From an optimization exercise on the open Yosys and OpenROAD flow, aimed at small area; shortcuts taken in it are not production practice. The RTL was checked by simulation tests, not by an equivalence proof against the original design. No activity file was given, so power comes from the tool's default toggle rates.

### flow/run.sh
#!/bin/bash
# Own layout flow: the standard flow (standard.sh) with two changes:
#  - synthesis maps the logic with an area-oriented ABC script (flow/my_synth.tcl);
#    registers, their names and cell types are as in the standard synthesis;
#  - the port buffers that placement inserts are sky130_fd_sc_hd__buf_1.
# Each tool's output goes to its own log under orfs/logs; make's output to flow_make.log.
set -euo pipefail
HERE=$(pwd)
sed "s#SYNTH_SCRIPT=[^ ]*#SYNTH_SCRIPT=$HERE/flow/my_synth.tcl#" standard.sh > my_standard.sh
grep -q "SYNTH_SCRIPT=$HERE/flow/my_synth.tcl" my_standard.sh
export BUFFER_PORTS_ARGS="-buffer_cell sky130_fd_sc_hd__buf_1"
bash my_standard.sh > flow_make.log 2>&1
### flow/abc_area_deep.script
strash
&get -n
&st
&deepsyn -T 20
&put
dch -f
amap
topo
dnsize
### flow/my_synth.tcl
# synth_recipe.tcl with one change: ABC maps the logic with an area-oriented script
# (abc_area_deep.script beside this file) instead of ORFS's speed script.
set ::my_abc_script [file join [file dirname [file normalize [info script]]] abc_area_deep.script]
proc synth {args} { yosys synth -nofsm -noshare {*}$args }
proc abc {args} {
  set i [lsearch -exact $args -script]
  if {$i >= 0} { lset args [expr {$i + 1}] $::my_abc_script }
  yosys abc {*}$args
}
source $::env(SCRIPTS_DIR)/synth.tcl
# left out here: clear keep_hierarchy, flatten, clean up, hide names made inside functions, write 1_2_yosys.v
### standard.sh
#!/bin/bash
# synth_recipe.tcl (not shown) runs the flow's synth.tcl, then flattens the netlist and writes it again
# the make line also repeats each setting of config.mk as NAME=value (left out here)
make -C /OpenROAD-flow-scripts/flow DESIGN_CONFIG=/design/flow/config.mk WORK_HOME=/design/flow/orfs CLKGATE_MAP_FILE= SYNTH_SCRIPT=/design/flow/synth_recipe.tcl "${@:-finish}"
### config.mk
export PLATFORM = sky130hd
export DESIGN_NAME = topModule
export DESIGN_NICKNAME = topModule
export VERILOG_FILES = /design/flow/design.v
export SDC_FILE = /design/flow/constraint.sdc
export NUM_CORES = 4
export LEC_CHECK = 0
export CAP_MARGIN = 20
export CORE_MARGIN = 2
export CORE_UTILIZATION = 40
export CTS_BUF_LIST = sky130_fd_sc_hd__clkbuf_8
export SLEW_MARGIN = 20
### constraint.sdc
create_clock -name core_clock -period 10.0 [get_ports {clk}]
set_input_delay 2.0000 -clock core_clock [delete_from_list [all_inputs] [get_ports {clk}]]
set_output_delay 2.0000 -clock core_clock [all_outputs]
set_load 0.01 [all_outputs]
### design.v
module topModule (
    input clk, rst,
    input S1, S2,
    input S3,
    input S4,
    input S5,
    input S6,
    input S7,
    input PB1,
    output reg Buzzer,
    output reg LED0, LED1,
    output reg [7:0] seg_7_display,
    output reg [7:0] active_low_anode
);
    localparam Time = 2'b00, Set_time = 2'b01, Set_alarm = 2'b10, Alarm = 2'b11;
    reg [14:0] cnt;
    wire tick = (&cnt[13:0]) & ~cnt[14];
    wire [2:0] slot = cnt[7:5];
    always @(posedge clk or posedge rst)
        if (rst) cnt <= 15'd0;
        else     cnt <= cnt + 15'd1;
    reg [1:0] state;
    reg [5:0] seconds;               
    reg [5:0] minutes, alarm_minutes;
    reg [4:0] hours, alarm_hours;
    reg [1:0] alarm_led_counter;
    reg alarm_buzzer_counter;
    reg prv_S5;
    wire in_time  = state == Time;
    wire in_st    = state == Set_time;
    wire in_sa    = state == Set_alarm;
    wire sec59 = seconds == 6'd59;
    wire min59 = minutes == 6'd59;
    wire go    = tick & ~S6;
    wire inc_m  = go & ((in_time & sec59) | (in_st & S3));
    wire inc_h  = go & ((in_time & sec59 & min59) | (in_st & S4));
    wire inc_am = go & in_sa & S3;
    wire inc_ah = go & in_sa & S4;
    wire match = (minutes == alarm_minutes) && (hours == alarm_hours);
    always @(posedge clk or posedge rst)
        if (rst) prv_S5 <= 1'b0;
        else if (tick) prv_S5 <= S5;
    always @(posedge clk or posedge rst)
        if (rst) begin
            minutes <= 6'd0; hours <= 5'd0;
            alarm_minutes <= 6'd0; alarm_hours <= 5'd0;
        end else begin
            if (inc_m)  minutes <= min59 ? 6'd0 : minutes + 6'd1;
            if (inc_h)  hours <= (hours == 5'd23) ? 5'd0 : hours + 5'd1;
            if (inc_am) alarm_minutes <= (alarm_minutes == 6'd59) ? 6'd0 : alarm_minutes + 6'd1;
            if (inc_ah) alarm_hours <= (alarm_hours == 5'd23) ? 5'd0 : alarm_hours + 5'd1;
        end
    always @(posedge clk or posedge rst)
        if (rst) begin
            state <= Time;
            seconds <= 6'd0;
            alarm_led_counter <= 2'd0;
            alarm_buzzer_counter <= 1'b0;
            LED0 <= 1'b0;
            LED1 <= 1'b0;
            Buzzer <= 1'b0;
        end else if (tick) begin
            if (S6) begin
                LED0 <= 1'b0;
                LED1 <= 1'b0;
                Buzzer <= 1'b0;
            end else begin
                LED1 <= 1'b1;
                Buzzer <= 1'b0;
                case (state)
                    Time: begin
                        seconds <= sec59 ? 6'd0 : seconds + 6'd1;
                        LED0 <= ~seconds[0];
                        if (S1) state <= Set_time;
                        else if (S2) state <= Set_alarm;
                        else if (match & S5 & ~prv_S5) state <= Alarm;
                    end
                    Set_time: begin
                        LED0 <= 1'b0;
                        if (!S1) state <= Time;
                    end
                    Set_alarm: begin
                        LED0 <= 1'b1;
                        if (!S2) state <= Time;
                    end
                    default: begin
                        alarm_led_counter <= alarm_led_counter + 2'd1;
                        LED0 <= ~(&alarm_led_counter);
                        if (!S7) begin
                            alarm_buzzer_counter <= ~alarm_buzzer_counter;
                            Buzzer <= ~alarm_buzzer_counter;
                        end
                        if (PB1) state <= Time;
                    end
                endcase
            end
        end
    wire [5:0] v = slot[1] ? {1'b0, S2 ? alarm_hours : hours} : (S2 ? alarm_minutes : minutes);
    reg [2:0] tens;
    reg [3:0] units;
    always @(*) begin
        case (v)
            6'd0: {tens, units} = {3'd0, 4'd0};
            6'd1: {tens, units} = {3'd0, 4'd1};
            6'd2: {tens, units} = {3'd0, 4'd2};
            6'd3: {tens, units} = {3'd0, 4'd3};
            6'd4: {tens, units} = {3'd0, 4'd4};
            6'd5: {tens, units} = {3'd0, 4'd5};
            6'd6: {tens, units} = {3'd0, 4'd6};
            6'd7: {tens, units} = {3'd0, 4'd7};
            6'd8: {tens, units} = {3'd0, 4'd8};
            6'd9: {tens, units} = {3'd0, 4'd9};
            6'd10: {tens, units} = {3'd1, 4'd0};
            6'd11: {tens, units} = {3'd1, 4'd1};
            6'd12: {tens, units} = {3'd1, 4'd2};
            6'd13: {tens, units} = {3'd1, 4'd3};
            6'd14: {tens, units} = {3'd1, 4'd4};
            6'd15: {tens, units} = {3'd1, 4'd5};
            6'd16: {tens, units} = {3'd1, 4'd6};
            6'd17: {tens, units} = {3'd1, 4'd7};
            6'd18: {tens, units} = {3'd1, 4'd8};
            6'd19: {tens, units} = {3'd1, 4'd9};
            6'd20: {tens, units} = {3'd2, 4'd0};
            6'd21: {tens, units} = {3'd2, 4'd1};
            6'd22: {tens, units} = {3'd2, 4'd2};
            6'd23: {tens, units} = {3'd2, 4'd3};
            6'd24: {tens, units} = {3'd2, 4'd4};
            6'd25: {tens, units} = {3'd2, 4'd5};
            6'd26: {tens, units} = {3'd2, 4'd6};
            6'd27: {tens, units} = {3'd2, 4'd7};
            6'd28: {tens, units} = {3'd2, 4'd8};
            6'd29: {tens, units} = {3'd2, 4'd9};
            6'd30: {tens, units} = {3'd3, 4'd0};
            6'd31: {tens, units} = {3'd3, 4'd1};
            6'd32: {tens, units} = {3'd3, 4'd2};
            6'd33: {tens, units} = {3'd3, 4'd3};
            6'd34: {tens, units} = {3'd3, 4'd4};
            6'd35: {tens, units} = {3'd3, 4'd5};
            6'd36: {tens, units} = {3'd3, 4'd6};
            6'd37: {tens, units} = {3'd3, 4'd7};
            6'd38: {tens, units} = {3'd3, 4'd8};
            6'd39: {tens, units} = {3'd3, 4'd9};
            6'd40: {tens, units} = {3'd4, 4'd0};
            6'd41: {tens, units} = {3'd4, 4'd1};
            6'd42: {tens, units} = {3'd4, 4'd2};
            6'd43: {tens, units} = {3'd4, 4'd3};
            6'd44: {tens, units} = {3'd4, 4'd4};
            6'd45: {tens, units} = {3'd4, 4'd5};
            6'd46: {tens, units} = {3'd4, 4'd6};
            6'd47: {tens, units} = {3'd4, 4'd7};
            6'd48: {tens, units} = {3'd4, 4'd8};
            6'd49: {tens, units} = {3'd4, 4'd9};
            6'd50: {tens, units} = {3'd5, 4'd0};
            6'd51: {tens, units} = {3'd5, 4'd1};
            6'd52: {tens, units} = {3'd5, 4'd2};
            6'd53: {tens, units} = {3'd5, 4'd3};
            6'd54: {tens, units} = {3'd5, 4'd4};
            6'd55: {tens, units} = {3'd5, 4'd5};
            6'd56: {tens, units} = {3'd5, 4'd6};
            6'd57: {tens, units} = {3'd5, 4'd7};
            6'd58: {tens, units} = {3'd5, 4'd8};
            6'd59: {tens, units} = {3'd5, 4'd9};
            default: {tens, units} = 7'd0;
        endcase
    end
    wire [3:0] dv = slot[2] ? 4'd0 : (slot[0] ? {1'b0, tens} : units);
    always @(*) begin
        case (slot)
            3'd0: active_low_anode = 8'hFE;
            3'd1: active_low_anode = 8'hFD;
            3'd2: active_low_anode = 8'hFB;
            3'd3: active_low_anode = 8'hF7;
            default: active_low_anode = 8'hFF;
        endcase
        case (dv)
            4'd0: seg_7_display = 8'hC0;
            4'd1: seg_7_display = 8'hF9;
            4'd2: seg_7_display = 8'hA4;
            4'd3: seg_7_display = 8'hB0;
            4'd4: seg_7_display = 8'h99;
            4'd5: seg_7_display = 8'h92;
            4'd6: seg_7_display = 8'h82;
            4'd7: seg_7_display = 8'hF8;
            4'd8: seg_7_display = 8'h80;
            4'd9: seg_7_display = 8'h90;
            default: seg_7_display = 8'hC0;
        endcase
    end
endmodule
==> flow_metrics.env, run 1 <==
export IMPL_grt_use_met3_pct=2.60
export IMPL_gp_congestion=0.865
export IMPL_worstSkewPairLatency_ps=310
export IMPL_max_cap_viol_count=0
export IMPL_die_y_um=92.4
export IMPL_fin_crit_sh_pct=74.7
export IMPL_first_global_vias=2644
export IMPL_dpl_hpwl_mm=5.20
export IMPL_finalHoldViolations=0
export IMPL_cts_tree="done"
export IMPL_htreeDepth=2
export IMPL_p_sw_share_pct=25.3
export IMPL_fin_nets=444
export IMPL_p_int_uw=300
export IMPL_synth_most_common_cell="clkinv_1"
export IMPL_yosysTopAreaCell="dfrtp_1"
export IMPL_crit_arrival_ps=5470
export IMPL_die_w_um=92.4
export IMPL_start_util_pct=40.9
export IMPL_run_status="timing/DRC/antenna clean"
export IMPL_placement_io_buffers=23
export IMPL_power_switching_uw=101
export IMPL_power_uw=401
export IMPL_cts_root_buffer="clkbuf_8"
export IMPL_grt_use_total_pct=17.0
export IMPL_drc_errors=0
export IMPL_antenna_cells=0
export IMPL_viasPerCell=5.42
export IMPL_ant_nets=0
export IMPL_avgRoutedWirePerCell_um=13.2
export IMPL_cts_sinks=52
export IMPL_drive_above_1_share_pct=2.42
export IMPL_routed_wl_mm=6.80
export IMPL_dr_first_iter_drc_count=115
export IMPL_netlist_instances=383
export IMPL_p_comb_share_pct=8.8
export IMPL_cp_start_kind="primary input"
export IMPL_seq_area_frac_synth_pct=41.6
export IMPL_rr_worst_depth=23
export IMPL_synth_area_mm2=0.00313
export IMPL_cts_buffer_depth=2
export IMPL_busiest_layer="met2"
export IMPL_fin_util_pct=45.1
export IMPL_setup_tns_final_ps=0
export IMPL_hp_class="flip-flop to flip-flop"
export IMPL_fin_crit_ps=7470
export IMPL_path_max_fanout=6
export IMPL_met1_usage_pct=22.2
export IMPL_setup_violations=0
export IMPL_cts_resized=0
export IMPL_grt_max_degree=53
export IMPL_ys_seq_elements=52
export IMPL_fin_cells=516
export IMPL_worstMarginPinSlew_ps=699
export IMPL_overflow=0
export IMPL_vias=2796
export IMPL_grt_pass1_wl_mm=12.0
export IMPL_fmax_mhz=134
export IMPL_slew_headroom_pct=53.4
export IMPL_required_ps=8000
export IMPL_p_clk_share_pct=38.3
export IMPL_finalClockSkew_ps=8.46
export IMPL_met2_usage_pct=29.0
export IMPL_clkSlewWorstSetupHoldPaths_ps=100
export IMPL_synth_area_leaders="dfrtp_1 (42%), ha_1 (8.4%), clkinv_1 (8.0%)"
export IMPL_ir_worst_vdd_v=0.0000769
export IMPL_holdPathStages=1
export IMPL_dr_pass1_iters=4
export IMPL_critical_path_class="primary input to primary output"
export IMPL_die_area_mm2=0.00854
export IMPL_synth_cell_type_count=34
export IMPL_synth_commonest_cells="clkinv_1 (67), dfrtp_1 (52), nor2_1 (52), nand2_1 (40), a21oi_1 (24)"
export IMPL_synth_edf_count=0
export IMPL_seqPwrFrac_pct=52.9
export IMPL_cellLeakagePower_uw=0.00140
export IMPL_synth_flop_cell="dfrtp_1"
export IMPL_finalMaxSlewViolations=0
export IMPL_synthArstFlopShare_pct=100
export IMPL_cp_end_kind="primary output"
export IMPL_cts_buffers=5
export IMPL_cts_setup_buffers=0
export IMPL_p_per_area_mw_per_mm2=116
export IMPL_row_count=32
export IMPL_rsz0062_at_grt="no"
export IMPL_grt_antenna_before_repair=0
export IMPL_avgSynthCellArea_um2=8.17
export IMPL_area_growth_pct=10.2
export IMPL_hold_buffers=0
export IMPL_yosys_area_top_type_share_pct=41.6
export IMPL_ys_warn_count=1
export IMPL_core_mm2=0.00765
export IMPL_placed_cells=508
export IMPL_io_pins=29
## worst max-delay path, cell delays in order
cell	delay, ps
buf_1	250
clkinv_1	160
nand2_1	180
o22ai_1	110
nor2_1	330
clkinv_1	230
ha_1	350
a2111oi_0	470
a21oi_1	80
nor2_1	110
a311oi_1	70
nor2_1	310
clkinv_1	160
ha_1	240
o32ai_1	230
buf_1	180
## through the flow
| stage | worst slack, ps | hold WS (ps) | cell area (um^2) |
|---|---|---|---|
| floorplan | 3450 | 433 | 3140 |
| global placement | 2860 | 450 | 3330 |
| detailed placement | 2620 | 453 | 3330 |
| CTS | 2610 | 468 | 3450 |
| global route | 2110 | 495 | 3450 |
| finish | 2530 | 460 | 3450 |
## cell usage in the layout (no fill, tap or decap)
master / Yosys / layout
a2111oi_0: 2 / 2
a211oi_1: 6 / 6
a21o_1: 1 / 1
a21oi_1: 24 / 24
a221oi_1: 2 / 2
a222oi_1: 3 / 3
a22o_1: 1 / 1
a22oi_1: 8 / 8
a311oi_1: 2 / 2
a31oi_1: 4 / 4
a32oi_1: 1 / 1
and3_1: 7 / 7
buf_1: 0 / 23
buf_4: 5 / 1
bufinv_16: 0 / 1
clkbuf_8: 0 / 5
clkinv_1: 67 / 66
conb_1: 1 / 5
dfrtp_1: 52 / 52
ha_1: 21 / 21
inv_2: 0 / 1
inv_6: 0 / 1
inv_8: 0 / 1
nand2_1: 40 / 40
nand3_1: 11 / 11
nand4_1: 3 / 3
nor2_1: 52 / 52
nor3_1: 12 / 12
nor3b_1: 1 / 1
nor4_1: 3 / 3
o21a_1: 3 / 3
o21ai_0: 14 / 14
o221a_1: 2 / 2
o221ai_1: 3 / 3
o22a_1: 3 / 3
o22ai_1: 22 / 22
o31ai_1: 2 / 2
o32a_1: 1 / 1
o32ai_1: 3 / 3
or4_1: 1 / 1
## cell families (layout without fill, tap and decap cells)
logic type                 after synthesis  after routing  share of synthesized area, %
AOI/OAI and AO/OA                      107            107                          22.8
other                                    1              5                         0.120
buffers and inverters                   72             99                          9.24
adders and majority gates               21             21                          8.40
DFF                                     52             52                          41.6
and+or+nand+nor                        130            130                          17.8
## worst paths after layout
| check | start | endpoint | slack, ps |
|---|---|---|---|
| min reg2reg | cnt[9]$_DFF_PP0_ | cnt[9]$_DFF_PP0_ | 460 |
| max in group asynchronous | rst | minutes[5]$_DFFE_PP0P_ | 7720 |
| min | cnt[9]$_DFF_PP0_ | cnt[9]$_DFF_PP0_ | 460 |
| max reg2reg | cnt[0]$_DFF_PP0_ | hours[3]$_DFFE_PP0P_ | 4880 |
| min in group asynchronous | rst | hours[2]$_DFFE_PP0P_ | 1840 |
| max | S2 | seg_7_display[5] | 2530 |
## power by group through the flow
stage	Clock (uW)	Sequential, uW	Combinational (uW)
4_1_cts	159	212	35.2
3_5_place_dp	0	216	35.1
6_report	154	212	35.1
5_1_grt	165	212	40.8
3_3_place_gp	0	216	34.8
2_1_floorplan	0	216	26.3
## area by class of cell
type                            instances  area [um^2]
Multi-Input combinational cell        263         1550
Inverter                               67          251
Sequential cell                        52         1300
Tap cell                              102          128
Timing Repair Buffer                   24         93.8
Clock buffer                            5         68.8
Fill cell                             762         4200
Clock inverter                          3         50.0
## metal layers
metal / vias up / part of all wire, %
li1: 1411 / -
met1: 1291 / 48
met2: 82 / 46
met3: 12 / 4.8
met4: 0 / 1.4
met5: - / 0
## flip-flops by register name (all words and copies together) (netlist names)
name,flops
cnt,15
alarm_minutes,6
minutes,6
seconds,6
alarm_hours,5
hours,5
alarm_led_counter,2
state,2
Buzzer,1
LED0,1
LED1,1
alarm_buzzer_counter,1
prv_S5,1
==> inputs of run 2 (changes only) <==
--- a/design.v
+++ b/design.v
@@ -13,12 +13,20 @@
     output reg [7:0] active_low_anode
 );
     localparam Time = 2'b00, Set_time = 2'b01, Set_alarm = 2'b10, Alarm = 2'b11;
-    reg [14:0] cnt;
-    wire tick = (&cnt[13:0]) & ~cnt[14];
-    wire [2:0] slot = cnt[7:5];
-    always @(posedge clk or posedge rst)
-        if (rst) cnt <= 15'd0;
-        else     cnt <= cnt + 15'd1;
+    reg [4:0] ph;
+    reg [9:0] hi;
+    wire ph_z = ~|ph[3:0];
+    wire ph_wrap = ph[4] & ph_z;
+    wire tick = ph_wrap & (&hi[8:0]) & ~hi[9];
+    wire [2:0] slot = hi[2:0];
+    always @(posedge clk or posedge rst)
+        if (rst) begin
+            ph <= 5'd0;
+            hi <= 10'd0;
+        end else begin
+            ph <= {ph[3:0], ph[4] ^ ph[2] ^ ph_z};
+            hi <= hi + {9'd0, ph_wrap};
+        end
     reg [1:0] state;
     reg [5:0] seconds;               
     reg [5:0] minutes, alarm_minutes;
@@ -29,8 +37,11 @@
     wire in_time  = state == Time;
     wire in_st    = state == Set_time;
     wire in_sa    = state == Set_alarm;
-    wire sec59 = seconds == 6'd59;
-    wire min59 = minutes == 6'd59;
+    wire sec59 = &{seconds[5:3], seconds[1:0]};
+    wire min59 = &{minutes[5:3], minutes[1:0]};
+    wire hr23  = &{hours[4], hours[2:0]};
+    wire amin59 = &{alarm_minutes[5:3], alarm_minutes[1:0]};
+    wire ahr23  = &{alarm_hours[4], alarm_hours[2:0]};
     wire go    = tick & ~S6;
     wire inc_m  = go & ((in_time & sec59) | (in_st & S3));
     wire inc_h  = go & ((in_time & sec59 & min59) | (in_st & S4));
@@ -46,9 +57,9 @@
             alarm_minutes <= 6'd0; alarm_hours <= 5'd0;
         end else begin
             if (inc_m)  minutes <= min59 ? 6'd0 : minutes + 6'd1;
-            if (inc_h)  hours <= (hours == 5'd23) ? 5'd0 : hours + 5'd1;
-            if (inc_am) alarm_minutes <= (alarm_minutes == 6'd59) ? 6'd0 : alarm_minutes + 6'd1;
-            if (inc_ah) alarm_hours <= (alarm_hours == 5'd23) ? 5'd0 : alarm_hours + 5'd1;
+            if (inc_h)  hours <= hr23 ? 5'd0 : hours + 5'd1;
+            if (inc_am) alarm_minutes <= amin59 ? 6'd0 : alarm_minutes + 6'd1;
+            if (inc_ah) alarm_hours <= ahr23 ? 5'd0 : alarm_hours + 5'd1;
         end
     always @(posedge clk or posedge rst)
         if (rst) begin
@@ -160,7 +171,10 @@
             6'd57: {tens, units} = {3'd5, 4'd7};
             6'd58: {tens, units} = {3'd5, 4'd8};
             6'd59: {tens, units} = {3'd5, 4'd9};
-            default: {tens, units} = 7'd0;
+            6'd60: {tens, units} = {3'd6, 4'd0};
+            6'd61: {tens, units} = {3'd6, 4'd1};
+            6'd62: {tens, units} = {3'd6, 4'd2};
+            6'd63: {tens, units} = {3'd6, 4'd3};
         endcase
     end
     wire [3:0] dv = slot[2] ? 4'd0 : (slot[0] ? {1'b0, tens} : units);
==> flow/run.sh (replaced) <==
#!/bin/bash
# Own layout flow: the standard flow (standard.sh) with two changes:
#  - synthesis maps the logic with an area-oriented ABC script (flow/my_synth.tcl);
#    registers, their names and cell types are as in the standard synthesis;
#  - the port buffers that placement inserts are sky130_fd_sc_hd__buf_1;
#  - clock tree synthesis takes its arguments from flow/cts_args.
# Each tool's output goes to its own log under orfs/logs; make's output to flow_make.log.
set -euo pipefail
HERE=$(pwd)
sed "s#SYNTH_SCRIPT=[^ ]*#SYNTH_SCRIPT=$HERE/flow/my_synth.tcl#" standard.sh > my_standard.sh
grep -q "SYNTH_SCRIPT=$HERE/flow/my_synth.tcl" my_standard.sh
export BUFFER_PORTS_ARGS="-buffer_cell sky130_fd_sc_hd__buf_1"
# clock tree options (ORFS's cts.tcl reads CTS_ARGS): no dummy loads
if [[ -f flow/cts_args ]]; then export CTS_ARGS="$(cat flow/cts_args)"; fi
bash my_standard.sh > flow_make.log 2>&1
==> flow/abc_a.script (new file) <==
strash
&get -n
&st
&deepsyn -T 20
&put
dch -f
amap
topo
dnsize
==> flow/abc_b.script (new file) <==
strash
&get -n
&st
&deepsyn -T 40 -S 7
&put
dch -f
amap
topo
dnsize
==> flow/abc_c.script (new file) <==
strash
&get -n
&st
&deepsyn -T 20
&dch
&nf -R 1000
&put
topo
dnsize
==> flow/abc_d.script (new file) <==
strash
&get -n
&st
&deepsyn -T 20
&put
dch -f
amap -F 20 -A 30 -C 1000
topo
dnsize
==> flow/abc_e.script (new file) <==
strash
&get -n
&st
&deepsyn -T 20
&put
dch -f
amap
strash
dch -f
amap
topo
dnsize
==> flow/cts_args (new file) <==
-sink_clustering_enable -repair_clock_nets -buf_list sky130_fd_sc_hd__clkbuf_8 -dont_use_dummy_load
==> flow/my_synth.tcl (replaced) <==
# synth_recipe.tcl with one change: ABC maps the logic with area-oriented scripts
# (abc_*.script beside this file) instead of ORFS's speed script. Each script is
# tried on the same input and the mapping with the smallest cell area is kept.
set ::my_abc_scripts [lsort [glob [file join [file dirname [file normalize [info script]]] abc_*.script]]]
proc synth {args} { yosys synth -nofsm -noshare {*}$args }
proc abc {args} {
  set i [lsearch -exact $args -script]
  set lib $::env(LIB_FILES)
  design -save my_pre_abc
  set best 1e30
  set best_sc ""
  foreach sc $::my_abc_scripts {
    design -load my_pre_abc
    set a $args
    if {$i >= 0} { lset a [expr {$i + 1}] $sc }
    yosys abc {*}$a
    set s [tee -q -s result.string stat -liberty [lindex $lib 0]]
    if {[regexp {Chip area for module[^:]*:\s*([0-9.]+)} $s -> area]} {
      puts "MY_ABC $sc area $area"
      if {$area < $best} { set best $area; set best_sc $sc; design -save my_best_abc }
    }
  }
  puts "MY_ABC best $best_sc area $best"
  design -load my_best_abc
}
source $::env(SCRIPTS_DIR)/synth.tcl
# left out here: clear keep_hierarchy, flatten, clean up, hide names made inside functions, write 1_2_yosys.v
removed: flow/abc_area_deep.script
==> run 2 against run 1 <==
Effect of this change: setup slack improved by 55 ps; count of clock-buffer cells in the layout did not move; clock power fell by about 30%; still clean.
==> flow_metrics.env, run 2 <==
export IMPL_die_area_mm2=0.00829
export IMPL_critPathBufInv=4
export IMPL_ys_warn_count=1
export IMPL_setup_violations=0
export IMPL_rsz0062_at_grt="no"
export IMPL_row_count=31
export IMPL_synth_most_common_cell="dfrtp_1"
export IMPL_viasPerCell=5.34
export IMPL_yosys_area_top_type_share_pct=42.9
export IMPL_cts_buffers=5
export IMPL_wl_met1_mm=3.03
export IMPL_cp_top_family="compound AO/OA/AOI/OAI gates"
export IMPL_placement_io_buffers=23
export IMPL_synth_commonest_cells="dfrtp_1 (52), nand2_1 (32), nor2_1 (32), clkinv_1 (26)"
export IMPL_setup_tns_final_ps=0
export IMPL_grt_max_degree=53
export IMPL_cp_end_kind="primary output"
export IMPL_die_w_um=91.0
export IMPL_power_uw=343
export IMPL_fin_util_pct=45.2
export IMPL_required_ps=8000
export IMPL_overflow=0
export IMPL_fin_crit_sh_pct=74.2
export IMPL_cts_setup_buffers=0
export IMPL_synth_area_leaders="dfrtp_1 (43%), ha_1 (9.1%), nand2_1 (4.0%)"
export IMPL_htreeDepth=2
export IMPL_area_growth_pct=8.67
export IMPL_cts_tree="done"
export IMPL_fin_crit_ps=7420
export IMPL_critical_path_class="primary input to primary output"
export IMPL_ant_nets=0
export IMPL_seq_area_frac_synth_pct=42.9
export IMPL_maxUsedRoutingLayer="met4"
export IMPL_avgSynthCellArea_um2=9.24
export IMPL_seqCellArea_mm2=0.00130
export IMPL_ys_seq_elements=52
export IMPL_cts_resized=0
export IMPL_grt_use_total_pct=16.1
export IMPL_cts_root_buffer="clkbuf_8"
export IMPL_finalMaxSlewViolations=0
export IMPL_dr_first_iter_drc_count=141
export IMPL_finalClockSkew_ps=28.9
export IMPL_netlist_instances=328
export IMPL_synth_edf_count=0
export IMPL_gp_congestion=0.939
export IMPL_multiInputGateArea_mm2=0.00161
export IMPL_cp_start_kind="primary input"
export IMPL_cp_cell_sequence="buf_1 -> clkinv_1 -> nand2_1 -> o21ai_0 -> a221oi_1 -> ha_1 -> mux2i_1 -> o22ai_1 -> nor2_1 -> o21ai_0 -> nor2_1 -> clkinv_1 -> ha_1 -> o21ai_0 -> buf_1"
export IMPL_final_cell_mix="dfrtp_1 (52), nand2_1 (32), nor2_1 (32)"
export IMPL_dr_pass1_iters=4
export IMPL_stdcell_area_mm2=0.00329
export IMPL_fillers=772
export IMPL_worstSkewPairLatency_ps=310
export IMPL_cellLeakagePower_uw=0.00146
export IMPL_ir_worst_vdd_v=0.0000733
export IMPL_synth_cell_type_count=43
export IMPL_synth_flop_cell="dfrtp_1"
export IMPL_start_util_pct=41.6
export IMPL_top_register="hi"
export IMPL_worst_path_max_delay_cell="a221oi_1"
export IMPL_cpPeakStageDelay_ps=630
export IMPL_io_pins=29
export IMPL_hold_slack_ps=384
export IMPL_dpl_hpwl_mm=4.66
export IMPL_mostFrequentLayoutCell="dfrtp_1"
export IMPL_route_met3_wl_um=237
export IMPL_path_max_fanout=10
export IMPL_hold_buffers=0
export IMPL_grt_antenna_before_repair=0
export IMPL_die_y_um=91.0
export IMPL_cpMostUsedCell="o21ai_0"
export IMPL_drc_errors=0
export IMPL_yosysTopAreaCell="dfrtp_1"
export IMPL_crit_arrival_ps=5420
export IMPL_largest_register_ffs=10
export IMPL_clkSlewWorstSetupHoldPaths_ps=110
export IMPL_fin_nets=390
export IMPL_cts_sinks=52
export IMPL_synthArstFlopShare_pct=100
export IMPL_first_global_vias=2371
export IMPL_grt_pass1_wl_mm=10.9
export IMPL_avgRoutedWirePerCell_um=13.5
export IMPL_synth_area_mm2=0.00303
export IMPL_worstMarginPinSlew_ps=885
export IMPL_fmax_mhz=135
export IMPL_cts_buffer_depth=2
export IMPL_antenna_cells=0
export IMPL_p_per_area_mw_per_mm2=104
export IMPL_wl_met2_mm=2.86
export IMPL_finalHoldViolations=0
export IMPL_dpl_cell_area_mm2=0.00322
export IMPL_routed_wl_mm=6.16
export IMPL_vias=2431
export IMPL_core_mm2=0.00729
export IMPL_slew_headroom_pct=40.9
export IMPL_drive_above_1_share_pct=2.25
export IMPL_max_cap_viol_count=0
export IMPL_hp_class="flip-flop to flip-flop"
export IMPL_run_status="timing/DRC/antenna clean"
-- run 2: cell count changes after synthesis, sizes merged, moves of 5 or more --
cell	before	now
a22oi	8	2
nand2b	0	5
nor2	52	32
o22ai	22	8
xor2	0	10
and2	0	7
xnor2	0	11
clkinv	67	26
nand2	40	32
-- run 2: power by group --
group          total (uW)  switching (uW)  internal (uW)
registers             211           0.160            211
logic                24.4            16.7           7.62
clock network         108            62.5           45.3
-- run 2: stage by stage --
| step | setup WS, ps | std cells |
|---|---|---|
| 2_1_floorplan | 3530 | 332 |
| 4_1_cts | 2590 | 454 |
| 3_5_place_dp | 2590 | 449 |
| 3_3_place_gp | 2760 | 449 |
| 6_report | 2580 | 455 |
| 5_1_grt | 2090 | 455 |
-- run 2: layout make-up --
cell class | count | area share, %
Inverter | 26 | 3.00
Clock buffer | 5 | 2.09
Timing Repair Buffer | 24 | 2.77
Tap cell | 99 | 3.76
Multi-Input combinational cell | 249 | 48.9
Sequential cell | 52 | 39.5
-- run 2: path summary, 6_finish.rpt --
kind | startpoint | end | slack (ps) | cells after the start
worst max-delay path | S2 | seg_7_display[3] | 2580 | 15
worst min-delay path | ph[0]$_DFF_PP0_ | ph[1]$_DFF_PP0_ | 380 | 0
worst max register to register | hi[5]$_DFF_PP0_ | hours[0]$_DFFE_PP0P_ | 6530 | 11
worst min register to register | ph[0]$_DFF_PP0_ | ph[1]$_DFF_PP0_ | 380 | 0
max in group asynchronous | rst | minutes[5]$_DFFE_PP0P_ | 7630 | 2
min in group asynchronous | rst | ph[1]$_DFF_PP0_ | 1810 | 2
-- run 2: per-layer routing --
layer | up-vias | GRT usage (%)
met4 | 0 | 5.05
met1 | 1153 | 21.8
met3 | 4 | 2.49
met5 | - | 0
met2 | 50 | 26.4
li1 | 1224 | -
-- run 2: cell families (layout without fill, tap and decap cells) --
family	after synthesis	in the layout	share of synthesized area, %
xor gates and xnor gates	21	21	6.07
other	1	5	0.124
muxes	6	6	2.56
and+or+nand+nor	115	115	17.8
AOI/OAI and AO/OA	80	80	16.9
buffers and inverters	31	55	4.46
DFF	52	52	42.9
adders and majority gates	22	22	9.08
-- run 2: worst reg2reg max path, cell delays in order, from the launching register on --
cell      delay (ps)
dfrtp_1          380
and2_0           220
nand3b_1         100
nor4_1           310
nand2_1          220
nor2_1           490
and3_1           350
nand2_1          120
o21ai_0          570
and3_1           300
and2_0           200
a211oi_1          60
==> inputs of run 3 (changes only) <==
--- a/flow/my_synth.tcl
+++ b/flow/my_synth.tcl
@@ -23,5 +23,9 @@
   puts "MY_ABC best $best_sc area $best"
   design -load my_best_abc
 }
+# no separate adder mapping: ABC maps the adders with the rest of the logic
+set ::env(ADDER_MAP_FILE) ""
+# and the adders are left to ABC as plain ripple logic (no Kogge-Stone carry map)
+set ::env(SYNTH_OPERATIONS_ARGS) "-nofsm"
 source $::env(SCRIPTS_DIR)/synth.tcl
 # left out here: clear keep_hierarchy, flatten, clean up, hide names made inside functions, write 1_2_yosys.v
==> run 3 against run 2 <==
Effect of this change: routed wire length shrank 13%; critical path depth increased by 5; flip-flop and latch count did not move; count of clock-buffer cells in the layout unchanged; register-to-register slack worse by 1100 ps; synthesized cell count is 2.4% lower; fmax grew 4.2%; setup slack improved by 300 ps; die area fell by 13%.
==> flow_metrics.env, run 3 <==
export IMPL_synth_flop_cell="dfrtp_1"
export IMPL_largest_register_ffs=10
export IMPL_p_comb_share_pct=7.9
export IMPL_ant_nets=0
export IMPL_start_util_pct=41.3
export IMPL_yosysTopAreaCell="dfrtp_1"
export IMPL_p_int_uw=267
export IMPL_path_max_fanout=6
export IMPL_seq_area_frac_synth_pct=49.9
export IMPL_ys_seq_elements=52
export IMPL_min_delay_start="ph[1]$_DFF_PP0_"
export IMPL_finalHoldViolations=0
export IMPL_top_register="hi"
export IMPL_grt_antenna_before_repair=0
export IMPL_first_global_vias=2074
export IMPL_ys_warn_count=1
export IMPL_synth_cell_type_count=33
export IMPL_antenna_cells=0
export IMPL_mostFrequentLayoutCell="nor2_1"
export IMPL_cts_sinks=52
export IMPL_grt_pass1_wl_mm=9.58
export IMPL_netlist_instances=320
export IMPL_hp_class="flip-flop to flip-flop"
export IMPL_clkSlewWorstSetupHoldPaths_ps=60
export IMPL_gp_congestion=0.855
export IMPL_crit_arrival_ps=5110
export IMPL_cellLeakagePower_uw=0.00123
export IMPL_cts_buffer_depth=2
export IMPL_p_clk_share_pct=30.7
export IMPL_slew_headroom_pct=52.6
export IMPL_stdcell_area_mm2=0.00284
export IMPL_fillers=664
export IMPL_viasPerCell=5.19
export IMPL_power_switching_uw=85.4
export IMPL_fin_crit_sh_pct=71.1
export IMPL_avgRoutedWirePerCell_um=12.7
export IMPL_required_ps=8000
export IMPL_placed_cells=419
export IMPL_yosys_area_top_type_share_pct=49.9
export IMPL_dr_pass1_iters=4
export IMPL_placement_io_buffers=23
export IMPL_io_pins=29
export IMPL_critical_path_class="primary input to primary output"
export IMPL_p_per_area_mw_per_mm2=124
export IMPL_cts_resized=0
export IMPL_synth_edf_count=0
export IMPL_cp_start_kind="primary input"
export IMPL_area_growth_pct=8.88
export IMPL_cts_setup_buffers=0
export IMPL_max_cap_viol_count=0
export IMPL_p_sw_share_pct=24.2
export IMPL_grt_use_total_pct=16.5
export IMPL_ir_worst_vdd_v=0.0000805
export IMPL_fin_nets=359
export IMPL_overflow=0
export IMPL_die_area_mm2=0.00718
export IMPL_dpl_cell_area_mm2=0.00277
export IMPL_hold_buffers=0
export IMPL_synthArstFlopShare_pct=100
export IMPL_setup_tns_final_ps=0
export IMPL_die_y_um=84.7
export IMPL_drc_errors=0
export IMPL_finalClockSkew_ps=31.1
export IMPL_row_count=29
export IMPL_finalMaxSlewViolations=0
export IMPL_r2r_start="ph[1]$_DFF_PP0_"
export IMPL_htreeDepth=2
export IMPL_core_mm2=0.00631
export IMPL_avgSynthCellArea_um2=8.14
export IMPL_worstSkewPairLatency_ps=300
export IMPL_worstMarginPinSlew_ps=693
export IMPL_cts_root_buffer="clkbuf_8"
export IMPL_fin_crit_ps=7110
export IMPL_routed_wl_mm=5.39
export IMPL_dr_first_iter_drc_count=129
export IMPL_cts_tree="done"
export IMPL_synth_area_leaders="dfrtp_1 (50%), nor2_1 (12%), clkinv_1 (5.9%)"
export IMPL_vias=2201
export IMPL_run_status="timing/DRC/antenna clean"
export IMPL_drive_above_1_share_pct=1.73
export IMPL_critPathLaunch="S2"
export IMPL_cts_buffers=5
export IMPL_setup_violations=0
export IMPL_fin_cells=424
export IMPL_synth_most_common_cell="nor2_1"
export IMPL_final_cell_mix="nor2_1 (84), dfrtp_1 (52), clkinv_1 (40)"
export IMPL_grt_max_degree=53
export IMPL_dpl_hpwl_mm=4.13
export IMPL_cp_end_kind="primary output"
export IMPL_fmax_mhz=141
export IMPL_rsz0062_at_grt="no"
export IMPL_die_w_um=84.7
export IMPL_synth_commonest_cells="nor2_1 (84), dfrtp_1 (52), clkinv_1 (41), nand2_1 (26), o21ai_0 (21)"
export IMPL_synth_area_mm2=0.00261
export IMPL_seqPwrFrac_pct=61.4
## run 3: path summary, 6_finish.rpt
check / slack [ps] / cells after the start / to
worst max-delay path: 2890 / 20 / seg_7_display[6]
worst min-delay path: 380 / 0 / ph[2]$_DFF_PP0_
worst max register to register: 5390 / 23 / minutes[5]$_DFFE_PP0P_
worst min register to register: 380 / 0 / ph[2]$_DFF_PP0_
max in group asynchronous: 7760 / 2 / hours[3]$_DFFE_PP0P_
min in group asynchronous: 1750 / 2 / alarm_buzzer_counter$_DFFE_PP0P_
## run 3: per-layer routing
layer | share of wire (%) | vias up | track usage (%) | wire length [um]
met5 | 0 | - | 0 | 0
met4 | 0.87 | 0 | 3.90 | 47
met3 | 5.2 | 5 | 2.95 | 279
met2 | 43 | 50 | 25.4 | 2300
met1 | 51 | 1000 | 24.3 | 2760
li1 | - | 1146 | - | -
## run 3: worst max-delay path, cell delays in order
cell	delay (ps)
buf_1	180
clkinv_1	170
nand2_1	200
o22ai_1	110
a31oi_1	140
o21ai_0	120
nor2b_1	190
nor3_1	280
nor2_1	110
nor2_1	170
o21ai_0	140
o21ai_0	90
a21oi_1	60
o21ai_0	290
or2_0	220
o21ai_0	140
o21a_1	140
nor2_1	140
nor3_1	70
buf_1	140
## run 3: cell type report
| class | instances | area [um^2] | share of cell area, % |
|---|---|---|---|
| Multi-Input combinational cell | 226 | 1130 | 39.8 |
| Inverter | 41 | 156 | 5.51 |
| Sequential cell | 52 | 1300 | 45.9 |
| Timing Repair Buffer | 23 | 86.3 | 3.04 |
| Tap cell | 77 | 96.3 | 3.40 |
| Clock buffer | 5 | 68.8 | 2.43 |
## run 3: cell families after synthesis
logic type / share of synthesized area [%]
and+or+nand+nor: 24.7
DFF: 49.9
AOI/OAI and AO/OA: 17.9
buffers and inverters: 7.35
other: 0.144
## run 3: metrics by stage
step	total power [uW]	util (%)	setup slack, ps	hold WS, ps
after floorplan	241	-	3520	355
after global placement	248	43.8	3150	362
after detailed placement	248	43.9	2980	362
after CTS	357	44.9	2960	378
after global routing	370	44.9	2520	395
final	353	44.9	2890	378
## run 3: power by group through the flow
stage | registers (uW) | clock network [uW] | logic, uW
2_1_floorplan | 219 | 0 | 21.7
3_3_place_gp | 220 | 0 | 27.4
3_5_place_dp | 220 | 0 | 27.9
4_1_cts | 216 | 112 | 28.1
5_1_grt | 217 | 121 | 32.2
6_report | 216 | 108 | 27.8
==> inputs of run 4 (changes only) <==
--- a/flow/my_synth.tcl
+++ b/flow/my_synth.tcl
@@ -25,7 +25,5 @@
 }
 # no separate adder mapping: ABC maps the adders with the rest of the logic
 set ::env(ADDER_MAP_FILE) ""
-# and the adders are left to ABC as plain ripple logic (no Kogge-Stone carry map)
-set ::env(SYNTH_OPERATIONS_ARGS) "-nofsm"
 source $::env(SCRIPTS_DIR)/synth.tcl
 # left out here: clear keep_hierarchy, flatten, clean up, hide names made inside functions, write 1_2_yosys.v
==> run 4 against run 3 <==
Effect of this change: routed wire length shrank 3.3%; synthesized area down 1.6%; sequential share of layout area up 0.61 points; setup slack got worse by 180 ps; critical path type unchanged; largest cell class unchanged; largest power group unchanged.
==> flow_metrics.env, run 4 <==
export IMPL_met2_usage_pct=26.1
export IMPL_fillers=640
export IMPL_run_status="timing/DRC/antenna clean"
export IMPL_clkSlewWorstSetupHoldPaths_ps=80
export IMPL_mostFrequentLayoutCell="nor2_1"
export IMPL_finalHoldViolations=0
export IMPL_p_per_area_mw_per_mm2=125
export IMPL_seq_area_frac_synth_pct=50.8
export IMPL_seqCellArea_mm2=0.00130
export IMPL_critical_path_class="primary input to primary output"
export IMPL_synth_cell_type_count=32
export IMPL_crit_arrival_ps=5300
export IMPL_overflow=0
export IMPL_dpl_hpwl_mm=3.92
export IMPL_ant_nets=0
export IMPL_area_growth_pct=9.22
export IMPL_ir_worst_vdd_v=0.0000477
export IMPL_ys_seq_elements=52
export IMPL_grt_use_met3_pct=3.56
export IMPL_layout_setup_ws_ps=2700
export IMPL_fin_crit_sh_pct=73.0
export IMPL_yosysTopAreaCell="dfrtp_1"
export IMPL_cp_end_kind="primary output"
export IMPL_setup_violations=0
export IMPL_cts_buffer_depth=2
export IMPL_start_util_pct=40.8
export IMPL_cts_sinks=52
export IMPL_die_y_um=84.1
export IMPL_slew_headroom_pct=55.8
export IMPL_dr_pass1_iters=4
export IMPL_rsz0062_at_grt="no"
export IMPL_io_pins=29
export IMPL_cp_cell_sequence="buf_1 -> clkinv_1 -> nand2_1 -> o22a_1 -> o21ai_0 -> a31oi_1 -> nand2_1 -> nand2_1 -> nor2_1 -> nor2_1 -> nand3_1 -> o31ai_1 -> o31a_1 -> nor2b_1 -> o32a_1 -> a21oi_1 -> o21ai_0 -> nor2_1 -> buf_1"
export IMPL_worst_path_max_delay_cell="o32a_1"
export IMPL_routed_wl_mm=5.21
export IMPL_final_cell_mix="nor2_1 (64), dfrtp_1 (52), clkinv_1 (40)"
export IMPL_finalMaxSlewViolations=0
export IMPL_fin_crit_ps=7300
export IMPL_worstMarginPinSlew_ps=664
export IMPL_viasPerCell=5.17
export IMPL_gp_congestion=0.874
export IMPL_synth_area_mm2=0.00256
export IMPL_cts_tree="done"
export IMPL_max_cap_viol_count=0
export IMPL_row_count=29
export IMPL_synthArstFlopShare_pct=100
export IMPL_multiInputGateArea_mm2=0.00109
export IMPL_cts_setup_buffers=0
export IMPL_first_global_vias=2028
export IMPL_worstSkewPairLatency_ps=310
export IMPL_path_max_fanout=7
export IMPL_required_ps=8000
export IMPL_synth_flop_cell="dfrtp_1"
export IMPL_grt_pass1_wl_mm=9.17
export IMPL_cts_root_buffer="clkbuf_8"
export IMPL_hp_class="flip-flop to flip-flop"
export IMPL_synth_edf_count=0
export IMPL_vias=2135
export IMPL_synth_commonest_cells="nor2_1 (64), dfrtp_1 (52), clkinv_1 (41), nand2_1 (27)"
export IMPL_grt_antenna_before_repair=0
export IMPL_setup_tns_final_ps=0
export IMPL_fmax_mhz=137
export IMPL_drive_above_1_share_pct=2.08
export IMPL_pre_cts_ws_ps=2780
export IMPL_drc_errors=0
export IMPL_netlist_instances=308
export IMPL_cellLeakagePower_uw=0.00121
export IMPL_finalClockSkew_ps=21.2
export IMPL_top_register="hi"
export IMPL_avgSynthCellArea_um2=8.32
export IMPL_rr_worst_depth=26
export IMPL_dr_first_iter_drc_count=116
export IMPL_grt_use_total_pct=16.2
export IMPL_cpPeakStageDelay_ps=330
export IMPL_ys_warn_count=1
export IMPL_core_mm2=0.00628
export IMPL_die_area_mm2=0.00707
export IMPL_cts_resized=0
export IMPL_fin_nets=348
export IMPL_busiest_layer="met2"
export IMPL_avgRoutedWirePerCell_um=12.6
export IMPL_met1_usage_pct=21.5
export IMPL_antenna_cells=0
export IMPL_synth_most_common_cell="nor2_1"
export IMPL_holdPathStages=0
export IMPL_die_w_um=84.1
export IMPL_synth_area_leaders="dfrtp_1 (51%), nor2_1 (9.4%), clkinv_1 (6.0%)"
export IMPL_yosys_area_top_type_share_pct=50.8
export IMPL_placement_io_buffers=23
export IMPL_cts_buffers=5
export IMPL_htreeDepth=2
export IMPL_cp_start_kind="primary input"
export IMPL_grt_max_degree=53
export IMPL_largest_register_ffs=10
export IMPL_hold_buffers=0
run 4: changes by cell type after synthesis, moves of 4 or more:
cell      delta
nor2_1      -20
o221ai_1     -4
a21oi_1      +9
or2_0        -4
nor3_1       -5
o22ai_1      +7
nand3_1      +4
run 4: kinds of logic after synthesis:
logic type      after synthesis  synth area share [%]
buf+inv                      46                  7.47
flops                        52                  50.8
simple gates                127                  21.5
compound gates               82                  20.2
other cells                   1                 0.146
run 4: layout make-up:
| cell class | instances | share of cell area [%] |
|---|---|---|
| tap | 77 | 3.44 |
| multi-input combinational | 214 | 38.8 |
| clock buffer | 5 | 2.46 |
| sequential | 52 | 46.5 |
| timing repair buffer | 24 | 3.35 |
| inverter | 41 | 5.50 |
run 4: worst paths after layout:
kind / start / end / slack [ps]
min: ph[1]$_DFF_PP0_ / ph[2]$_DFF_PP0_ / 380
min reg2reg: ph[1]$_DFF_PP0_ / ph[2]$_DFF_PP0_ / 380
max reg2reg: hi[0]$_DFF_PP0_ / minutes[5]$_DFFE_PP0P_ / 5240
max: S2 / seg_7_display[0] / 2700
max in group asynchronous: rst / hours[2]$_DFFE_PP0P_ / 7700
min in group asynchronous: rst / hi[6]$_DFF_PP0_ / 1830
run 4: metrics by stage:
stage	instances	hold WS, ps	utilization, %	cell area (um^2)	total power (uW)
after floorplan	312	355	-	2580	237
after global placement	408	358	43.5	2730	244
after detailed placement	408	364	43.5	2730	244
after CTS	413	384	44.6	2800	354
after global routing	413	393	44.6	2800	365
final	413	382	44.6	2800	350
run 4: routing by layer:
metal	up-vias	part of all wire [%]
li1	1123	-
met4	0	2.0
met5	-	0
met3	10	4.6
met1	955	48
met2	47	45
run 4: power by group:
part | internal, uW | leakage (uW) | switching, uW | total, uW
clock network | 45.3 | 0.0000359 | 64.0 | 109
registers | 211 | 0.000645 | 0.852 | 211
logic | 8.52 | 0.000526 | 20.4 | 28.9
run 4: worst max-delay path, delay by kind of cell:
family	cells	cell delay, ps
AO/OA/AOI/OAI	8	1640
AND/OR/NAND/NOR	8	1030
buffers and inverters	3	640
==> inputs of run 5 (changes only) <==
==> flow/cts_args (replaced) <==
-sink_clustering_enable -repair_clock_nets -buf_list sky130_fd_sc_hd__clkbuf_16 -root_buf sky130_fd_sc_hd__clkbuf_16 -dont_use_dummy_load -sink_clustering_size 60 -sink_clustering_max_diameter 500
==> run 5 against run 4 <==
Effect of this change: still clean; worst hold slack worse by 6.6 ps; cell area rose by 2.6%; critical path depth is the same; first-iteration DRC count increased by 34%; sequential power hardly changed; count of clock-buffer cells in the layout unchanged; sequential share of layout area shrank 1.2 points; critical path type unchanged.
==> flow_metrics.env, run 5 <==
export IMPL_run_status="timing/DRC/antenna clean"
export IMPL_stdcell_area_mm2=0.00287
export IMPL_path_max_fanout=6
export IMPL_critical_path_class="primary input to primary output"
export IMPL_required_ps=8000
export IMPL_core_mm2=0.00631
export IMPL_cts_sinks=52
export IMPL_synthArstFlopShare_pct=100
export IMPL_setup_violations=0
export IMPL_routed_wl_mm=5.30
export IMPL_power_uw=389
export IMPL_synth_most_common_cell="nor2_1"
export IMPL_r2r_start="ph[1]$_DFF_PP0_"
export IMPL_cp_top_family="compound AO/OA/AOI/OAI gates"
export IMPL_avgRoutedWirePerCell_um=12.8
export IMPL_setup_tns_final_ps=0
export IMPL_cts_setup_buffers=0
export IMPL_netlist_instances=309
export IMPL_die_y_um=84.4
export IMPL_fin_crit_sh_pct=72.2
export IMPL_worst_path_max_delay_cell="nor2_1"
export IMPL_gp_congestion=0.858
export IMPL_cp_cell_sequence="buf_1 -> clkinv_1 -> nor2_1 -> a222oi_1 -> o21ai_0 -> clkinv_1 -> nand3_1 -> nor2_1 -> a221oi_1 -> nand2_1 -> a22oi_1 -> nand2_1 -> o21ai_0 -> o32ai_1 -> nor2_1 -> clkinv_1 -> a211oi_1 -> nor2b_1 -> buf_1"
export IMPL_synth_area_mm2=0.00259
export IMPL_seqCellArea_mm2=0.00130
export IMPL_area_growth_pct=11.1
export IMPL_p_per_area_mw_per_mm2=136
export IMPL_grt_use_total_pct=16.3
export IMPL_synth_flop_cell="dfrtp_1"
export IMPL_top_register="hi"
export IMPL_overflow=0
export IMPL_dpl_cell_area_mm2=0.00275
export IMPL_synth_cell_type_count=34
export IMPL_yosys_area_top_type_share_pct=50.3
export IMPL_min_delay_start="ph[1]$_DFF_PP0_"
export IMPL_ir_worst_vdd_v=0.0000948
export IMPL_rsz0062_at_grt="no"
export IMPL_grt_max_degree=53
export IMPL_finalHoldViolations=0
export IMPL_cts_resized=0
export IMPL_start_util_pct=41.0
export IMPL_ys_warn_count=1
export IMPL_critPathLaunch="S2"
export IMPL_synth_area_leaders="dfrtp_1 (50%), nor2_1 (9.9%), clkinv_1 (6.1%)"
export IMPL_cpPeakStageDelay_ps=320
export IMPL_cts_tree="done"
export IMPL_die_w_um=84.4
export IMPL_worstSkewPairLatency_ps=290
export IMPL_antenna_cells=0
export IMPL_max_cap_viol_count=0
export IMPL_grt_pass1_wl_mm=9.49
export IMPL_fin_nets=348
export IMPL_io_pins=29
export IMPL_vias=2212
export IMPL_fmax_mhz=139
export IMPL_critPathBufInv=5
export IMPL_finalMaxSlewViolations=0
export IMPL_crit_arrival_ps=5220
export IMPL_avgSynthCellArea_um2=8.37
export IMPL_synth_commonest_cells="nor2_1 (68), dfrtp_1 (52), clkinv_1 (42), nand2_1 (31), o21ai_0 (20)"
export IMPL_fin_crit_ps=7220
export IMPL_ys_seq_elements=52
export IMPL_synth_edf_count=0
export IMPL_dpl_hpwl_mm=4.02
export IMPL_seq_area_frac_synth_pct=50.3
export IMPL_grt_antenna_before_repair=0
export IMPL_drc_errors=0
export IMPL_cts_buffer_depth=2
export IMPL_fin_util_pct=45.5
export IMPL_cellLeakagePower_uw=0.00120
export IMPL_finalClockSkew_ps=12.5
export IMPL_first_global_vias=2165
export IMPL_viasPerCell=5.36
export IMPL_yosysTopAreaCell="dfrtp_1"
export IMPL_placement_io_buffers=23
export IMPL_cts_root_buffer="clkbuf_16"
export IMPL_ant_nets=0
export IMPL_die_area_mm2=0.00713
export IMPL_cp_start_kind="primary input"
export IMPL_final_cell_mix="nor2_1 (68), dfrtp_1 (52), clkinv_1 (41)"
export IMPL_cts_buffers=5
export IMPL_mostFrequentLayoutCell="nor2_1"
export IMPL_fillers=631
export IMPL_largest_register_ffs=10
export IMPL_multiInputGateArea_mm2=0.00110
export IMPL_dr_pass1_iters=4
export IMPL_drive_above_1_share_pct=1.79
export IMPL_cp_end_kind="primary output"
export IMPL_clkSlewWorstSetupHoldPaths_ps=50
export IMPL_slew_headroom_pct=57.5
export IMPL_row_count=29
export IMPL_hold_buffers=0
export IMPL_htreeDepth=2
export IMPL_worstMarginPinSlew_ps=630
export IMPL_dr_first_iter_drc_count=156
export IMPL_hp_class="flip-flop to flip-flop"
## run 5: logic make-up after synthesis
group                  synth area share [%]
DFF                                    50.3
AOI/OAI and AO/OA                      21.0
buffers and inverters                  7.55
other                                 0.145
and+or+nand+nor                        21.0
## run 5: metrics by stage
stage / setup WS (ps) / cells / hold WS, ps
detailed placement: 2790 / 408 / 364
floorplan: 3330 / 313 / 355
finish: 2780 / 413 / 375
global placement: 3010 / 408 / 359
CTS: 2810 / 413 / 379
global route: 2290 / 413 / 393
## run 5: final timing paths
check	to	slack [ps]	cells past startpoint
max	seg_7_display[0]	2780	19
max reg2reg	hours[4]$_DFFE_PP0P_	5160	21
min reg2reg	ph[2]$_DFF_PP0_	370	0
max in group asynchronous	ph[4]$_DFF_PP0_	7760	2
min in group asynchronous	LED1$_DFFE_PP0N_	1790	2
min	ph[2]$_DFF_PP0_	370	0
## run 5: layer usage
layer / routed length [um] / track usage, %
met2: 2430 / 26.9
met4: 88 / 6.93
met1: 2510 / 21.2
met5: 0 / 0
met3: 269 / 3.05
## run 5: report_power, final
group / total (uW) / internal (uW) / switching [uW]
clock network: 158 / 88.6 / 69.9
logic: 20.2 / 5.53 / 14.7
registers: 211 / 211 / 0.209
## run 5: area by class of cell
type | instances | share of cell area, %
Sequential cell | 52 | 45.3
Multi-Input combinational cell | 214 | 38.4
Inverter | 42 | 5.57
Clock buffer | 5 | 4.35
Tap cell | 77 | 3.35
Timing Repair Buffer | 23 | 3.00
==> inputs of run 6 (changes only) <==
==> flow/cts_args (replaced) <==
-sink_clustering_enable -repair_clock_nets -buf_list sky130_fd_sc_hd__clkbuf_8 -dont_use_dummy_load -sink_clustering_size 30 -sink_clustering_max_diameter 500 -distance_between_buffers 500
==> run 6 against run 5 <==
Effect of this change: count of clock-buffer cells in the layout stayed put; cell count stayed put; critical path type unchanged; via count is 0.14% lower; sequential share of layout area is 0.90 points higher; highest routed layer unchanged.
==> flow_metrics.env, run 6 <==
export IMPL_cts_tree="done"
export IMPL_core_mm2=0.00631
export IMPL_p_per_area_mw_per_mm2=120
export IMPL_slew_headroom_pct=57.3
export IMPL_start_util_pct=41.0
export IMPL_min_delay_start="ph[1]$_DFF_PP0_"
export IMPL_dpl_cell_area_mm2=0.00275
export IMPL_gp_congestion=0.858
export IMPL_synth_area_mm2=0.00259
export IMPL_area_growth_pct=8.95
export IMPL_finalHoldViolations=0
export IMPL_worstMarginPinSlew_ps=641
export IMPL_antenna_cells=0
export IMPL_hold_buffers=0
export IMPL_seq_area_frac_synth_pct=50.3
export IMPL_run_status="timing/DRC/antenna clean"
export IMPL_dr_first_iter_drc_count=167
export IMPL_cp_top_family="compound AO/OA/AOI/OAI gates"
export IMPL_routed_wl_mm=5.33
export IMPL_cts_sinks=52
export IMPL_fillers=640
export IMPL_first_global_vias=2179
export IMPL_path_max_fanout=6
export IMPL_hp_class="flip-flop to flip-flop"
export IMPL_dpl_hpwl_mm=4.02
export IMPL_synth_most_common_cell="nor2_1"
export IMPL_multiInputGateArea_mm2=0.00110
export IMPL_ant_nets=0
export IMPL_synth_edf_count=0
export IMPL_setup_tns_final_ps=0
export IMPL_fin_nets=348
export IMPL_avgSynthCellArea_um2=8.37
export IMPL_finalClockSkew_ps=16.9
export IMPL_htreeDepth=2
export IMPL_stdcell_area_mm2=0.00282
export IMPL_row_count=29
export IMPL_die_w_um=84.4
export IMPL_r2r_start="ph[1]$_DFF_PP0_"
export IMPL_r2r_setup_slack_ps=5190
export IMPL_cts_buffer_depth=2
export IMPL_cp_start_kind="primary input"
export IMPL_netlist_instances=309
export IMPL_required_ps=8000
export IMPL_critPathLaunch="S2"
export IMPL_grt_use_met3_pct=3.05
export IMPL_cts_root_buffer="clkbuf_8"
export IMPL_placement_io_buffers=23
export IMPL_mostFrequentLayoutCell="nor2_1"
export IMPL_ir_worst_vdd_v=0.0000693
export IMPL_die_area_mm2=0.00713
export IMPL_cpPeakStageDelay_ps=340
export IMPL_grt_max_degree=53
export IMPL_avgRoutedWirePerCell_um=12.9
export IMPL_cellLeakagePower_uw=0.00118
export IMPL_worstSkewPairLatency_ps=300
export IMPL_yosysTopAreaCell="dfrtp_1"
export IMPL_vias=2209
export IMPL_cts_setup_buffers=0
export IMPL_max_cap_viol_count=0
export IMPL_io_pins=29
export IMPL_met2_usage_pct=27.2
export IMPL_crit_arrival_ps=5220
export IMPL_synth_commonest_cells="nor2_1 (68), dfrtp_1 (52), clkinv_1 (42), nand2_1 (31), o21ai_0 (20)"
export IMPL_grt_pass1_wl_mm=9.53
export IMPL_final_cell_mix="nor2_1 (68), dfrtp_1 (52), clkinv_1 (41)"
export IMPL_seqCellArea_mm2=0.00130
export IMPL_dr_pass1_iters=5
export IMPL_ys_warn_count=1
export IMPL_fin_crit_ps=7220
export IMPL_drc_errors=0
export IMPL_clkSlewWorstSetupHoldPaths_ps=70
export IMPL_synth_cell_type_count=34
export IMPL_finalMaxSlewViolations=0
export IMPL_synth_flop_cell="dfrtp_1"
export IMPL_ys_seq_elements=52
export IMPL_critical_path_class="primary input to primary output"
export IMPL_fin_crit_sh_pct=72.2
export IMPL_drive_above_1_share_pct=1.79
export IMPL_grt_use_total_pct=16.2
export IMPL_cts_resized=0
export IMPL_cp_end_kind="primary output"
export IMPL_cp_cell_sequence="buf_1 -> clkinv_1 -> nor2_1 -> a222oi_1 -> o21ai_0 -> clkinv_1 -> nand3_1 -> nor2_1 -> a221oi_1 -> nand2_1 -> a22oi_1 -> nand2_1 -> o21ai_0 -> o32ai_1 -> nor2_1 -> clkinv_1 -> a211oi_1 -> nor2b_1 -> buf_1"
export IMPL_fin_util_pct=44.6
export IMPL_die_y_um=84.4
export IMPL_largest_register_ffs=10
export IMPL_rsz0062_at_grt="no"
export IMPL_critPathBufInv=5
export IMPL_synth_area_leaders="dfrtp_1 (50%), nor2_1 (9.9%), clkinv_1 (6.1%)"
export IMPL_met1_usage_pct=21.2
export IMPL_grt_antenna_before_repair=0
export IMPL_worst_path_max_delay_cell="nor2_1"
export IMPL_overflow=0
export IMPL_yosys_area_top_type_share_pct=50.3
export IMPL_power_uw=339
export IMPL_top_register="hi"
export IMPL_setup_violations=0
export IMPL_busiest_layer="met2"
export IMPL_synthArstFlopShare_pct=100
export IMPL_fmax_mhz=139
export IMPL_cts_buffers=5
export IMPL_viasPerCell=5.35
-- run 6: cell counts after synthesis --
Identical to the previous run, type by type.
-- run 6: final cells by class --
type	instances	share of cell area (%)
tap	77	3.42
clock buffer	5	2.44
sequential	52	46.2
timing repair buffer	23	3.06
multi-input combinational	214	39.2
inverter	42	5.68
-- run 6: cells by family after synthesis --
kind of cell	count (synthesis)	share of synthesized area (%)
buffers and inverters	47	7.55
AND/OR/NAND/NOR	128	21.0
AO/OA/AOI/OAI	81	21.0
other	1	0.145
flip-flops	52	50.3
-- run 6: per-stage QoR --
step | setup WS, ps | cells | hold slack [ps]
floorplan | 3330 | 313 | 355
global placement | 3010 | 408 | 359
detailed placement | 2790 | 408 | 364
CTS | 2810 | 413 | 383
global route | 2290 | 413 | 398
finish | 2780 | 413 | 379
-- run 6: power breakdown --
part           total (uW)  switching, uW  internal [uW]
combinational        20.2           14.6           5.53
clock                 108           62.9           45.3
sequential            211          0.220            210
total                 339           77.8            261
-- run 6: final timing paths --
check,endpoint,depth (start not counted)
setup / recovery,seg_7_display[0],19
hold / removal,ph[2]$_DFF_PP0_,0
setup reg to reg,hours[4]$_DFFE_PP0P_,21
hold reg to reg,ph[2]$_DFF_PP0_,0
max in group asynchronous,ph[4]$_DFF_PP0_,2
min in group asynchronous,Buzzer$_DFFE_PP0N_,2
-- run 6: layer usage --
layer	vias to the layer above	share of wire [%]	routed length (um)
met5	-	0	0
met4	0	0.43	23
met3	2	5.7	306
met2	59	47	2500
met1	1036	47	2500
li1	1112	-	-
==> inputs of run 7 (changes only) <==
==> flow/run.sh (replaced) <==
#!/bin/bash
# Own layout flow: the standard flow (standard.sh) with these changes:
#  - synthesis maps all the logic, adders included, with area-oriented ABC
#    scripts and keeps the smallest result (flow/my_synth.tcl);
#    registers, their names and cell types are as in the standard synthesis;
#  - the port buffers that placement inserts are sky130_fd_sc_hd__buf_1;
#  - clock tree synthesis takes its arguments from flow/cts_args;
#  - the constant outputs share one tie cell.
# Each tool's output goes to its own log under orfs/logs; make's output to flow_make.log.
set -euo pipefail
HERE=$(pwd)
sed "s#SYNTH_SCRIPT=[^ ]*#SYNTH_SCRIPT=$HERE/flow/my_synth.tcl#" standard.sh > my_standard.sh
grep -q "SYNTH_SCRIPT=$HERE/flow/my_synth.tcl" my_standard.sh
export BUFFER_PORTS_ARGS="-buffer_cell sky130_fd_sc_hd__buf_1"
# keep synthesis's single tie cell for the constant outputs (no tie per port)
export SKIP_REPAIR_TIE_FANOUT=1
# clock tree options (ORFS's cts.tcl reads CTS_ARGS): no dummy loads
if [[ -f flow/cts_args ]]; then export CTS_ARGS="$(cat flow/cts_args)"; fi
bash my_standard.sh > flow_make.log 2>&1
==> flow/abc_f.script (new file) <==
strash
&get -n
&st
&deepsyn -T 30 -S 5
&put
dch -f
amap -F 20 -A 30 -C 1000
topo
dnsize
==> flow/abc_g.script (new file) <==
strash
&get -n
&st
&deepsyn -T 30 -S 9
&put
dch -f
amap -F 20 -A 30 -C 1000
topo
dnsize
==> flow/cts_args (replaced) <==
-sink_clustering_enable -repair_clock_nets -buf_list sky130_fd_sc_hd__clkbuf_8 -dont_use_dummy_load
==> run 7 against run 6 <==
Effect of this change: via count shrank 2.3%; register-to-register slack lost 20 ps; synthesized area is the same; first-iteration DRC count shrank 17%; sequential power is essentially flat; non-clock buffer count is the same; synthesized cell count is the same; cell count shrank 0.97%; power shrank 0.41%; still clean; highest routed layer unchanged.
==> flow_metrics.env, run 7 <==
export IMPL_synth_most_common_cell="nor2_1"
export IMPL_drc_errors=0
export IMPL_seqPwrFrac_pct=62.4
export IMPL_fin_nets=344
export IMPL_required_ps=8000
export IMPL_final_cell_mix="nor2_1 (68), dfrtp_1 (52), clkinv_1 (41)"
export IMPL_run_status="timing/DRC/antenna clean"
export IMPL_grt_pass1_wl_mm=9.32
export IMPL_crit_arrival_ps=5250
export IMPL_largest_register_ffs=10
export IMPL_cts_sinks=52
export IMPL_finalClockSkew_ps=20.3
export IMPL_finalHoldViolations=0
export IMPL_cts_tree="done"
export IMPL_htreeDepth=2
export IMPL_p_int_uw=261
export IMPL_first_global_vias=2057
export IMPL_synth_edf_count=0
export IMPL_synth_area_leaders="dfrtp_1 (50%), nor2_1 (9.9%), clkinv_1 (6.1%)"
export IMPL_die_y_um=84.4
export IMPL_p_clk_share_pct=31.7
export IMPL_ir_worst_vdd_v=0.0000716
export IMPL_synth_commonest_cells="nor2_1 (68), dfrtp_1 (52), clkinv_1 (42), nand2_1 (31), o21ai_0 (20)"
export IMPL_start_util_pct=41.0
export IMPL_critical_path_class="primary input to primary output"
export IMPL_cts_resized=0
export IMPL_top_register="hi"
export IMPL_worstMarginPinSlew_ps=624
export IMPL_routed_wl_mm=5.32
export IMPL_yosys_area_top_type_share_pct=50.3
export IMPL_cts_root_buffer="clkbuf_8"
export IMPL_io_pins=29
export IMPL_fin_crit_ps=7250
export IMPL_cp_start_kind="primary input"
export IMPL_critPathLaunch="S2"
export IMPL_grt_max_degree=53
export IMPL_die_area_mm2=0.00713
export IMPL_multiInputGateArea_mm2=0.00109
export IMPL_row_count=29
export IMPL_ys_seq_elements=52
export IMPL_synth_area_mm2=0.00259
export IMPL_power_switching_uw=76.4
export IMPL_pre_cts_ws_ps=2820
export IMPL_mostFrequentLayoutCell="nor2_1"
export IMPL_synth_cell_type_count=34
export IMPL_drive_above_1_share_pct=1.81
export IMPL_synth_flop_cell="dfrtp_1"
export IMPL_seq_area_frac_synth_pct=50.3
export IMPL_cp_end_kind="primary output"
export IMPL_core_mm2=0.00631
export IMPL_ant_nets=0
export IMPL_p_per_area_mw_per_mm2=120
export IMPL_p_comb_share_pct=5.9
export IMPL_viasPerCell=5.28
export IMPL_cp_top_family="compound AO/OA/AOI/OAI gates"
export IMPL_worst_path_max_delay_cell="nor2_1"
export IMPL_dr_first_iter_drc_count=139
export IMPL_vias=2158
export IMPL_yosysTopAreaCell="dfrtp_1"
export IMPL_dpl_hpwl_mm=4.05
export IMPL_area_growth_pct=8.37
export IMPL_fillers=644
export IMPL_die_w_um=84.4
export IMPL_ys_warn_count=1
export IMPL_grt_use_total_pct=15.9
export IMPL_gp_congestion=0.855
export IMPL_fin_crit_sh_pct=72.5
export IMPL_setup_tns_final_ps=0
export IMPL_placement_io_buffers=23
export IMPL_p_sw_share_pct=22.6
export IMPL_worstSkewPairLatency_ps=300
## run 7: layout make-up
cell class,count,share of cell area (%)
clock buffers,5,2.46
multi-input cells,210,38.9
well taps,77,3.44
inverters,42,5.71
repair buffers,23,3.08
flip-flops and latches,52,46.4
## run 7: metal layers
layer / vias to the layer above / routed length [um] / GRT usage [%]
li1: 1120 / - / -
met1: 989 / 2600 / 21.8
met2: 44 / 2420 / 26.6
met3: 5 / 248 / 2.65
met4: 0 / 60 / 4.04
met5: - / 0 / 0
## run 7: power groups by stage
| stage | logic (uW) | registers (uW) | clock network [uW] |
|---|---|---|---|
| 6_report | 20.1 | 211 | 107 |
| 5_1_grt | 23.2 | 211 | 120 |
| 4_1_cts | 20.5 | 210 | 111 |
| 3_5_place_dp | 20.4 | 215 | 0 |
| 3_3_place_gp | 20.0 | 215 | 0 |
| 2_1_floorplan | 15.7 | 215 | 0 |
## run 7: logic make-up (layout without fill, tap and decap cells)
family | count (synthesis) | count (layout) | share of synthesized area (%)
flops | 52 | 52 | 50.3
compound gates | 81 | 81 | 21.0
other cells | 1 | 1 | 0.145
buf+inv | 47 | 70 | 7.55
simple gates | 128 | 128 | 21.0
## run 7: stage by stage
| stage | util, % | cell area [um^2] | hold WS (ps) | std cells |
|---|---|---|---|---|
| CTS | 44.4 | 2800 | 388 | 409 |
| finish | 44.4 | 2800 | 384 | 409 |
| detailed placement | 43.3 | 2730 | 370 | 404 |
| floorplan | - | 2590 | 355 | 309 |
| global route | 44.4 | 2800 | 394 | 409 |
| global placement | 43.3 | 2730 | 361 | 404 |
## run 7: final timing paths
path                       depth (start not counted)                      to  slack [ps]
max reg2reg                                       21    hours[4]$_DFFE_PP0P_        5170
min                                                0         ph[2]$_DFF_PP0_         380
max                                               19        seg_7_display[0]        2750
min in group asynchronous                          2        LED1$_DFFE_PP0N_        1760
max in group asynchronous                          2  minutes[1]$_DFFE_PP0P_        7780
min reg2reg                                        0         ph[2]$_DFF_PP0_         380
## run 7: worst reg2reg max path, cell delays in order (launching register included)
cell      delay, ps
dfrtp_1         380
nor3_1          260
nand3b_1        140
nor2_1          180
clkinv_1        110
nor2_1          160
and3_1          240
and3_1          230
and3_1          220
nand2_1         100
nor2_1          240
clkinv_1        180
nor2_1          210
nand3_1         170
nor2_1          190
and2_0          230
nand4_1         230
o22ai_1         350
nand2_1         160
nor3_1          380
o21ai_0         200
o22ai_1         190
